This design comes from an exercise in tuning for small area on the open sky130 flow, not from production work.
Only simulation tests tie the RTL to the original design; equivalence was not proved.
The clock port is modelled as an ideal driver; clocking choices that lean on that would not hold on a real chip.
Power figures rest on the tool's default switching activity, not on a simulated workload.

==> flow/design.v (excerpt) <==
module battleship (
    input            clk  ,
    input            rst  ,
    input            start,
    input      [1:0] X    ,
    input      [1:0] Y    ,
    input            pAb  ,
    input            pBb  ,
    output reg [7:0] disp0,
    output reg [7:0] disp1,
    output reg [7:0] disp2,
    output reg [7:0] disp3,
    output reg [7:0] led
  );
Size: ~49 I/O pins, about 2500 um2 of cells after synthesis.
export LEC_CHECK = 0
export ABC_AREA = 1
export CAP_MARGIN = 20
export CORE_MARGIN = 2
export CORE_UTILIZATION = 80
export GPL_TIMING_DRIVEN = 0
export PLACE_DENSITY = 0.85
export SLEW_MARGIN = 20
create_clock -name core_clock -period 10.0 [get_ports {clk}]
standard.sh (not shown) runs the stock make flow with config.mk's settings and CLKGATE_MAP_FILE= SYNTH_SCRIPT=/design/flow/synth_recipe.tcl, a recipe that flattens the netlist after the stock synthesis.
==> flow/flow/run.sh <==
#!/bin/bash
# Standard synthesis, then the combinational logic remapped by ABC for area
# (flip-flops, their cells and names untouched; several randomised runs, the
# smallest kept), then the standard layout with minimum-size port buffers and
# the clock tree's buffers shrunk to what the clock-pin slew allows.
set -euo pipefail
LIB=$FLOW_HOME/platforms/$FLOW_PLATFORM/lib/sky130_fd_sc_hd__tt_025C_1v80.lib
R=orfs/results/$FLOW_PLATFORM/battleship/base
J=${NUM_CORES:-4}

bash standard.sh synth > std_synth.log 2>&1
cp $R/1_2_yosys.v std_1_2_yosys.v

# flatten every combinational cell into logic, keep the flip-flop cells
yosys -l resynth_prep.log -q -p "
read_liberty -ignore_miss_func $LIB
read_verilog std_1_2_yosys.v
hierarchy -top $FLOW_TOP
setattr -mod -set keep_hierarchy 1 sky130_fd_sc_hd__df* sky130_fd_sc_hd__edf*
flatten -wb
opt -purge
write_rtlil resynth_prep.il
"

mkdir -p resynth
run_one() {
  local seed=$1 mapper=$2 tag=$1_$2
  case $mapper in
    map)   m="dch -f; map -a" ;;
    amap)  m="dch -f; amap -F 50 -A 50" ;;
    amapm) m="dch -f; amap -m -F 50 -A 50" ;;
  esac
  printf 'strash\n&get -n\n&deepsyn -T 15 -S %s\n&put\n%s\n' $seed "$m" | tr ';' '\n' > resynth/$tag.abc
  yosys -l resynth/$tag.log -q -p "
read_rtlil resynth_prep.il
select $FLOW_TOP
abc -script resynth/$tag.abc -liberty $LIB -dont_use *lpflow* -dont_use *probe* -dont_use *clkdly* -dont_use *dlygate* -dont_use *dlymetal*
opt_clean -purge
hilomap -singleton -hicell sky130_fd_sc_hd__conb_1 HI -locell sky130_fd_sc_hd__conb_1 LO
splitnets
opt_clean -purge
insbuf -buf sky130_fd_sc_hd__buf_1 A X
opt_clean -purge
write_verilog -noattr -noexpr -nohex -nodec -selected resynth/$tag.v
tee -q -o resynth/$tag.stat stat -liberty $LIB
" || true
}
n=0
for seed in 1 2 3 4 5 6 7 8 9 10 11 12; do
  for mapper in map amap amapm; do
    run_one $seed $mapper &
    n=$((n+1))
    if (( n % J == 0 )); then wait; fi
  done
done
wait
best=$(for f in resynth/*.stat; do a=$(sed -n "s/.*Chip area for module .*: //p" $f); [[ -n $a && -s ${f%.stat}.v ]] && echo "$a ${f%.stat}.v"; done | sort -n | head -1)
echo "resynthesis results:" > resynth_choice.txt
for f in resynth/*.stat; do echo "$(sed -n "s/.*Chip area for module .*: //p" $f) $f"; done | sort -n >> resynth_choice.txt
echo "chosen: $best" >> resynth_choice.txt
cp ${best#* } resynth.v

cp resynth.v $R/1_2_yosys.v
rm -f $R/1_synth.odb $R/1_synth.sdc

bash standard.sh \
  "BUFFER_PORTS_ARGS=-buffer_cell sky130_fd_sc_hd__buf_1" \
  "CTS_ARGS=-sink_clustering_enable -repair_clock_nets -dont_use_dummy_load -buf_list sky130_fd_sc_hd__clkbuf_8" \
  "POST_CTS_TCL=$PWD/flow/shrink_clock.tcl" \
  "PRE_GLOBAL_PLACE_TCL=$PWD/flow/pre_place.tcl" \
  finish > std_finish.log 2>&1
Other scripts of this flow, unchanged in this note and not shown: flow/flow/pre_place.tcl, flow/flow/shrink_clock.tcl
The starting point finished clean.
Rerun with:
--- a/flow/flow/run.sh
+++ b/flow/flow/run.sh
@@ -32,3 +32,3 @@
   esac
-  printf 'strash\n&get -n\n&deepsyn -T 15 -S %s\n&put\n%s\n' $seed "$m" | tr ';' '\n' > resynth/$tag.abc
+  printf 'strash\n&get -n\n&deepsyn -T 20 -S %s\n&put\n%s\n' $seed "$m" | tr ';' '\n' > resynth/$tag.abc
   yosys -l resynth/$tag.log -q -p "
@@ -48,4 +48,4 @@
 n=0
-for seed in 1 2 3 4 5 6 7 8 9 10 11 12; do
-  for mapper in map amap amapm; do
+for seed in 1 2 3 4 5 6 7 8 9 10 11 12 13 14 15 16; do
+  for mapper in amap map; do
     run_one $seed $mapper &
- CORE_UTILIZATION: 80 -> 60
- PLACE_DENSITY: 0.85 -> default
Clock-buffer cell count does not change.
Die area goes up by 31%.
Power goes down by 4.8%.
Rerun with:
--- a/flow/flow/run.sh
+++ b/flow/flow/run.sh
@@ -32,3 +32,3 @@
   esac
-  printf 'strash\n&get -n\n&deepsyn -T 20 -S %s\n&put\n%s\n' $seed "$m" | tr ';' '\n' > resynth/$tag.abc
+  printf 'strash\n&get -n\n&deepsyn -T 15 -S %s\n&put\n%s\n' $seed "$m" | tr ';' '\n' > resynth/$tag.abc
   yosys -l resynth/$tag.log -q -p "
@@ -48,4 +48,4 @@
 n=0
-for seed in 1 2 3 4 5 6 7 8 9 10 11 12 13 14 15 16; do
-  for mapper in amap map; do
+for seed in 1 2 3 4 5 6 7 8 9 10 11 12; do
+  for mapper in map amap amapm; do
     run_one $seed $mapper &
- PLACE_DENSITY: default -> 0.85
The new run ran to the end with no violations. Worst setup slack improves by 0.048 ns. Critical path depth is unchanged. Power drops by 0.68%. Routed wire length came out lower by 5.1%. Clock skew hardly moves. Core utilization does not change. Register-to-register slack gets better by 0.09 ns. Worst hold slack is worse by 0.015 ns. Die area stays the same. Fmax came out higher by 0.76%. Synthesized area does not change.
Rerun with:
- PLACE_DENSITY: 0.85 -> default
=>
- first-iteration DRC count goes down by about a fifth
- clock power goes up by a few percent
- power goes up slightly
- final area is unchanged
- setup slack degrades by 0.048 ns

* * *

build 53:
The RTL this note starts from:
==> flow/design.v <==
module battleship (
    input            clk  ,
    input            rst  ,
    input            start,
    input      [1:0] X    ,
    input      [1:0] Y    ,
    input            pAb  ,
    input            pBb  ,
    output reg [7:0] disp0,
    output reg [7:0] disp1,
    output reg [7:0] disp2,
    output reg [7:0] disp3,
    output reg [7:0] led
  );
  localparam [2:0] T_IN    = 3'd0;  
  localparam [2:0] T_SHOOT = 3'd1;  
  localparam [2:0] T_SHOW  = 3'd2;  
  localparam [2:0] T_ERR   = 3'd3;  
  localparam [2:0] T_SINK  = 3'd4;  
  localparam [2:0] T_WIN   = 3'd5;  
  localparam [2:0] T_NEW   = 3'd6;  
  localparam [2:0] T_IDLE  = 3'd7;  
  reg  [2:0] t;
  reg        p;
  reg  [5:0] cnt;       
  reg  [1:0] wa, wb;    
  reg        sca, scb;  
  reg        ns;        
  reg [15:0] ma, mb;    
  wire       chk = ns;
  wire [3:0] idx  = {X, Y};
  wire       ra   = ma[idx];
  wire       rb   = mb[idx];
  wire       own  = p ? rb : ra;
  wire       oth  = p ? ra : rb;
  wire       btn  = p ? pBb : pAb;
  wire [1:0] myw  = p ? wb : wa;
  wire       mysc = p ? scb : sca;
  wire       done = cnt[5] & cnt[4] & cnt[1] & cnt[0];  
  wire idle  = (t == T_IDLE);
  wire win4  = chk & (myw == 2'd0);
  wire rwin  = (t == T_SINK) & done & win4;         
  wire clr   = idle | rwin;
  wire place = (t == T_IN) & btn & ~own;
  wire hit   = (t == T_SHOOT) & btn & oth;
  wire inc   = place | hit | (t == T_WIN);
  wire count = ~((t == T_IN) | (t == T_SHOOT) | idle);
  wire nz    = wa[0] | wb[0];                       
  always @(posedge clk or posedge rst)
    if (rst) begin
      t <= T_IDLE;
      p <= 1'b0;
    end else begin
      case (t)
        T_IN:
          if (btn) begin
            if (own)
              t <= T_ERR;
            else if (myw == 2'd3) begin
              t <= (p == ns) ? T_SHOW : T_NEW;
              p <= ~p;
            end
          end
        T_SHOOT:
          if (btn) t <= T_SINK;
        T_SHOW, T_ERR:
          if (done) t <= T_IN;
        T_NEW:
          if (done) t <= nz ? T_IN : T_SHOOT;
        T_SINK:
          if (done) begin
            if (win4)
              t <= mysc ? T_WIN : T_NEW;
            else begin
              t <= T_SHOOT;
              p <= ~p;
            end
          end
        T_WIN: ;
        default:  
          if (start) t <= T_SHOW;
      endcase
    end
  wire       wea = btn & (((t == T_IN) & ~p) | ((t == T_SHOOT) & p));
  wire       web = btn & (((t == T_IN) & p) | ((t == T_SHOOT) & ~p));
  wire       v   = (t == T_IN);
  wire [3:0] rxa = ({4{wea}} & (4'b0001 << X)) | {4{clr}};
  wire [3:0] rxb = ({4{web}} & (4'b0001 << X)) | {4{clr}};
  wire [3:0] cy  = (4'b0001 << Y) | {4{clr}};
  integer i;
  always @(posedge clk) begin
    cnt <= (count & ~done) ? {cnt[4:0], ~(cnt[5] ^ cnt[0])} : 6'd0;
    if (idle | ((t == T_NEW) & done)) begin
      wa <= 2'd0;
      wb <= 2'd0;
    end else if (rwin & ~mysc) begin
      wa <= {1'b0, sca | ~p};
      wb <= {1'b0, scb | p};
    end else begin
      if (inc & ~p) wa <= wa + 2'd1;
      if (inc &  p) wb <= wb + 2'd1;
    end
    for (i = 0; i < 16; i = i + 1) begin
      if (rxa[i/4] & cy[i%4]) ma[i] <= v;
      if (rxb[i/4] & cy[i%4]) mb[i] <= v;
    end
    if (idle) begin
      sca <= 1'b0;
      scb <= 1'b0;
      ns  <= 1'b0;
    end else if (rwin) begin
      if (~p) sca <= 1'b1;
      if (p)  scb <= 1'b1;
      ns <= p;
    end else if (t == T_SHOOT)
      ns <= oth;
  end
  function [7:0] dig;
    input [1:0] v;
    case (v)
      2'd0: dig = 8'b00111111;
      2'd1: dig = 8'b00000110;
      2'd2: dig = 8'b01011011;
      default: dig = 8'b01001111;
    endcase
  endfunction
  function [7:0] rot;
    input [1:0] v;
    case (v)
      2'd0: rot = 8'b10000001;
      2'd1: rot = 8'b01000010;
      2'd2: rot = 8'b00100100;
      default: rot = 8'b00011000;
    endcase
  endfunction
  always @(*) begin
    disp0 = 8'b00000000;
    disp1 = 8'b00000000;
    disp2 = 8'b00000000;
    disp3 = 8'b00000000;
    led   = 8'b10011001;
    case (t)
      T_IN, T_SHOOT: begin
        disp0 = dig(Y);
        disp1 = dig(X);
        led   = {~p, 1'b0, wa, wb, 1'b0, p};
      end
      T_SHOW: begin
        disp3 = p ? 8'b01111100 : 8'b01110111;
        led   = {~p, 1'b0, wa, wb, 1'b0, p};
      end
      T_ERR: begin
        disp0 = 8'b00111111;
        disp1 = 8'b01110111;
        disp2 = 8'b01110111;
        disp3 = 8'b01111001;
      end
      T_SINK: begin
        disp0 = (p & win4) ? 8'b00000000 : dig(wb);
        disp1 = 8'b01000000;
        disp2 = (~p & win4) ? 8'b00000000 : dig(wa);
        led   = {8{chk}};
      end
      T_WIN: begin
        disp0 = p ? 8'b01100110 : dig(wb);
        disp1 = 8'b01000000;
        disp2 = p ? dig(wa) : 8'b01100110;
        disp3 = p ? 8'b01111100 : 8'b01110111;
        led   = rot(myw);
      end
      T_NEW: begin
        disp0 = dig(wb);
        disp1 = 8'b01000000;
        disp2 = dig(wa);
      end
      default: begin
        disp0 = 8'b01111001;
        disp1 = 8'b00111000;
        disp2 = 8'b01011110;
        disp3 = 8'b00000110;
      end
    endcase
  end
endmodule
clock: 10.0 ns
lec_check: 0
abc_area: 1
cap_margin: 20
core_margin: 2
core_utilization: 60
slew_margin: 20
==> flow/flow/run.sh <==
#!/bin/bash
# Standard synthesis, then the combinational logic remapped by ABC for area
# (flip-flops, their cells and names untouched; several randomised runs, the
# smallest kept), then the standard layout with minimum-size port buffers and
# the clock tree's buffers shrunk to what the clock-pin slew allows.
set -euo pipefail
LIB=$FLOW_HOME/platforms/$FLOW_PLATFORM/lib/sky130_fd_sc_hd__tt_025C_1v80.lib
R=orfs/results/$FLOW_PLATFORM/battleship/base
J=${NUM_CORES:-4}

bash standard.sh synth > std_synth.log 2>&1
cp $R/1_2_yosys.v std_1_2_yosys.v

# flatten every combinational cell into logic, keep the flip-flop cells
yosys -l resynth_prep.log -q -p "
read_liberty -ignore_miss_func $LIB
read_verilog std_1_2_yosys.v
hierarchy -top $FLOW_TOP
setattr -mod -set keep_hierarchy 1 sky130_fd_sc_hd__df* sky130_fd_sc_hd__edf*
flatten -wb
opt -purge
write_rtlil resynth_prep.il
"

mkdir -p resynth
run_one() {
  local seed=$1 mapper=$2 tag=$1_$2
  case $mapper in
    map)   m="dch -f; map -a" ;;
    amap)  m="dch -f; amap -F 50 -A 50" ;;
    amapm) m="dch -f; amap -m -F 50 -A 50" ;;
  esac
  printf 'strash\n&get -n\n&deepsyn -T 15 -S %s\n&put\n%s\n' $seed "$m" | tr ';' '\n' > resynth/$tag.abc
  yosys -l resynth/$tag.log -q -p "
read_rtlil resynth_prep.il
select $FLOW_TOP
abc -script resynth/$tag.abc -liberty $LIB -dont_use *lpflow* -dont_use *probe* -dont_use *clkdly* -dont_use *dlygate* -dont_use *dlymetal*
opt_clean -purge
hilomap -singleton -hicell sky130_fd_sc_hd__conb_1 HI -locell sky130_fd_sc_hd__conb_1 LO
splitnets
opt_clean -purge
insbuf -buf sky130_fd_sc_hd__buf_1 A X
opt_clean -purge
write_verilog -noattr -noexpr -nohex -nodec -selected resynth/$tag.v
tee -q -o resynth/$tag.stat stat -liberty $LIB
" || true
}
n=0
for seed in 1 2 3 4 5 6 7 8; do
  for mapper in map amap amapm; do
    run_one $seed $mapper &
    n=$((n+1))
    if (( n % J == 0 )); then wait; fi
  done
done
wait
best=$(for f in resynth/*.stat; do a=$(sed -n "s/.*Chip area for module .*: //p" $f); [[ -n $a && -s ${f%.stat}.v ]] && echo "$a ${f%.stat}.v"; done | sort -n | head -1)
echo "resynthesis results:" > resynth_choice.txt
for f in resynth/*.stat; do echo "$(sed -n "s/.*Chip area for module .*: //p" $f) $f"; done | sort -n >> resynth_choice.txt
echo "chosen: $best" >> resynth_choice.txt
cp ${best#* } resynth.v

cp resynth.v $R/1_2_yosys.v
rm -f $R/1_synth.odb $R/1_synth.sdc

bash standard.sh \
  "BUFFER_PORTS_ARGS=-buffer_cell sky130_fd_sc_hd__buf_1" \
  "CTS_ARGS=-sink_clustering_enable -repair_clock_nets -dont_use_dummy_load -buf_list sky130_fd_sc_hd__clkbuf_8" \
  "POST_CTS_TCL=$PWD/flow/shrink_clock.tcl" \
  finish > std_finish.log 2>&1
Other scripts of this flow, unchanged in this note and not shown: flow/flow/shrink_clock.tcl
Setup changes, build 53 to build 24
--- a/flow/flow/run.sh
+++ b/flow/flow/run.sh
@@ -28,5 +28 @@
-  case $mapper in
-    map)   m="dch -f; map -a" ;;
-    amap)  m="dch -f; amap -F 50 -A 50" ;;
-    amapm) m="dch -f; amap -m -F 50 -A 50" ;;
-  esac
+  if [[ $mapper == map ]]; then m="dch -f; map -a"; else m="dch -f; &get -n; &nf -a; &put"; fi
@@ -50 +46 @@
-  for mapper in map amap amapm; do
+  for mapper in map nf; do
## What came out
- Combinational cell fraction of total power, build 53 and build 24, lower one = build 53.
- Build 24 reports its cell with the largest stage delay on the worst path as sky130_fd_sc_hd__o22ai_1 while build 53 reports sky130_fd_sc_hd__dfrtp_1.
- Changes observed in build 24 relative to build 53: wire length per cell after detailed routing fell by about 7%, peak fanout along the critical path fell by 7, switching power as a share of total power rose by 1.3 points.
- Comparing build 53 and build 24, the lower via count of the first global-routing pass was measured on build 24.
Inputs modified between build 24 and build 39:
# build 24
export LEC_CHECK = 0
export ABC_AREA = 1
export CAP_MARGIN = 20
export CORE_MARGIN = 2
export CORE_UTILIZATION = 60
export SLEW_MARGIN = 20
create_clock -name core_clock -period 10.0 [get_ports {clk}]
# build 39
export LEC_CHECK = 0
export ABC_AREA = 1
export CAP_MARGIN = 20
export CORE_MARGIN = 2
export CORE_UTILIZATION = 60
export GPL_TIMING_DRIVEN = 0
export SLEW_MARGIN = 20
create_clock -name core_clock -period 10.0 [get_ports {clk}]
--- a/flow/flow/run.sh
+++ b/flow/flow/run.sh
@@ -28 +28,5 @@
-  if [[ $mapper == map ]]; then m="dch -f; map -a"; else m="dch -f; &get -n; &nf -a; &put"; fi
+  case $mapper in
+    map)   m="dch -f; map -a" ;;
+    amap)  m="dch -f; amap -F 50 -A 50" ;;
+    amapm) m="dch -f; amap -m -F 50 -A 50" ;;
+  esac
@@ -46 +50 @@
-  for mapper in map nf; do
+  for mapper in map amap amapm; do
## What came out
Timing, DRC, antenna: 0 failures across build 39 and build 24. On final area, build 39 and build 24 are basically level. Summary — placer congestion estimate, build 39 relative to build 24: lower, by about 2.3%. Going from build 24 to build 39, horizontal die dimension shrank slightly. First element of the critical path = p: build 39; first element of the critical path = Y[1]: build 24. Compare build 39 and build 24 | fraction of power consumed by combinational cells lower: build 39. Classification of the worst setup path = reg2out: build 39; classification of the worst setup path = in2out: build 24. Share of the final layout cell area in multi-input gates | build 39 below build 24. Build 24 → build 39: path length in cells of the critical path went up by 7; achievable frequency went down by 0.015 GHz; signed area change from the synthesized netlist to the final layout went up by 1.3 points. Between build 39 and build 24, it is build 39 whose number of multi-input combinational cells in the layout is lower, by 11%.

==> re-timing with driven ports <==
Ports are ideal in the flow. The routed layouts listed here were re-timed in OpenROAD.
Step 1: set_driving_cell puts a clkbuf_16 on clk and a buf_2 on each other input, an assumption about the parent block.
Step 2 also shifts input and output timing later by t, the mid clock arrival at the registers, as if the neighbouring blocks saw the same clock.
Slacks: no drivers / after step 1 / after step 2; pairs: no drivers / after step 1.
| run | shift t [ns] | setup WS [ns] | hold WS [ns] | slew at the worst register clock pin (ns) | worst slew at a driven data input, ns |
|---|---|---|---|---|---|
| the first run of note 1 | 0.613 | 3.261 / 3.237 / 3.849 | 0.432 / 0.432 / 0.432 | 0.11 / 0.11 | 0.03 |
| the second run of note 1 | 0.596 | 3.663 / 3.638 / 4.234 | 0.441 / 0.441 / 0.441 | 0.10 / 0.10 | 0.04 |
| the third run of note 1 | 0.571 | 3.711 / 3.684 / 4.255 | 0.426 / 0.426 / 0.426 | 0.10 / 0.10 | 0.04 |
| the fourth run of note 1 | 0.596 | 3.663 / 3.638 / 4.234 | 0.441 / 0.441 / 0.441 | 0.10 / 0.10 | 0.04 |
| build 53 | 0.589 | 4.066 / 4.038 / 4.257 | 0.426 / 0.426 / 0.426 | 0.10 / 0.10 | 0.03 |
| build 24 | 0.557 | 4.579 / 4.555 / 4.555 | 0.405 / 0.405 / 0.405 | 0.10 / 0.10 | 0.03 |
| build 39 | 0.530 | 4.089 / 4.065 / 4.140 | 0.424 / 0.424 / 0.424 | 0.11 / 0.11 | 0.03 |
After both steps every run listed still meets setup and hold. The setup slack of build 24, which loses most, moves by -0.024 ns with the drivers and by -0.024 ns with both steps.
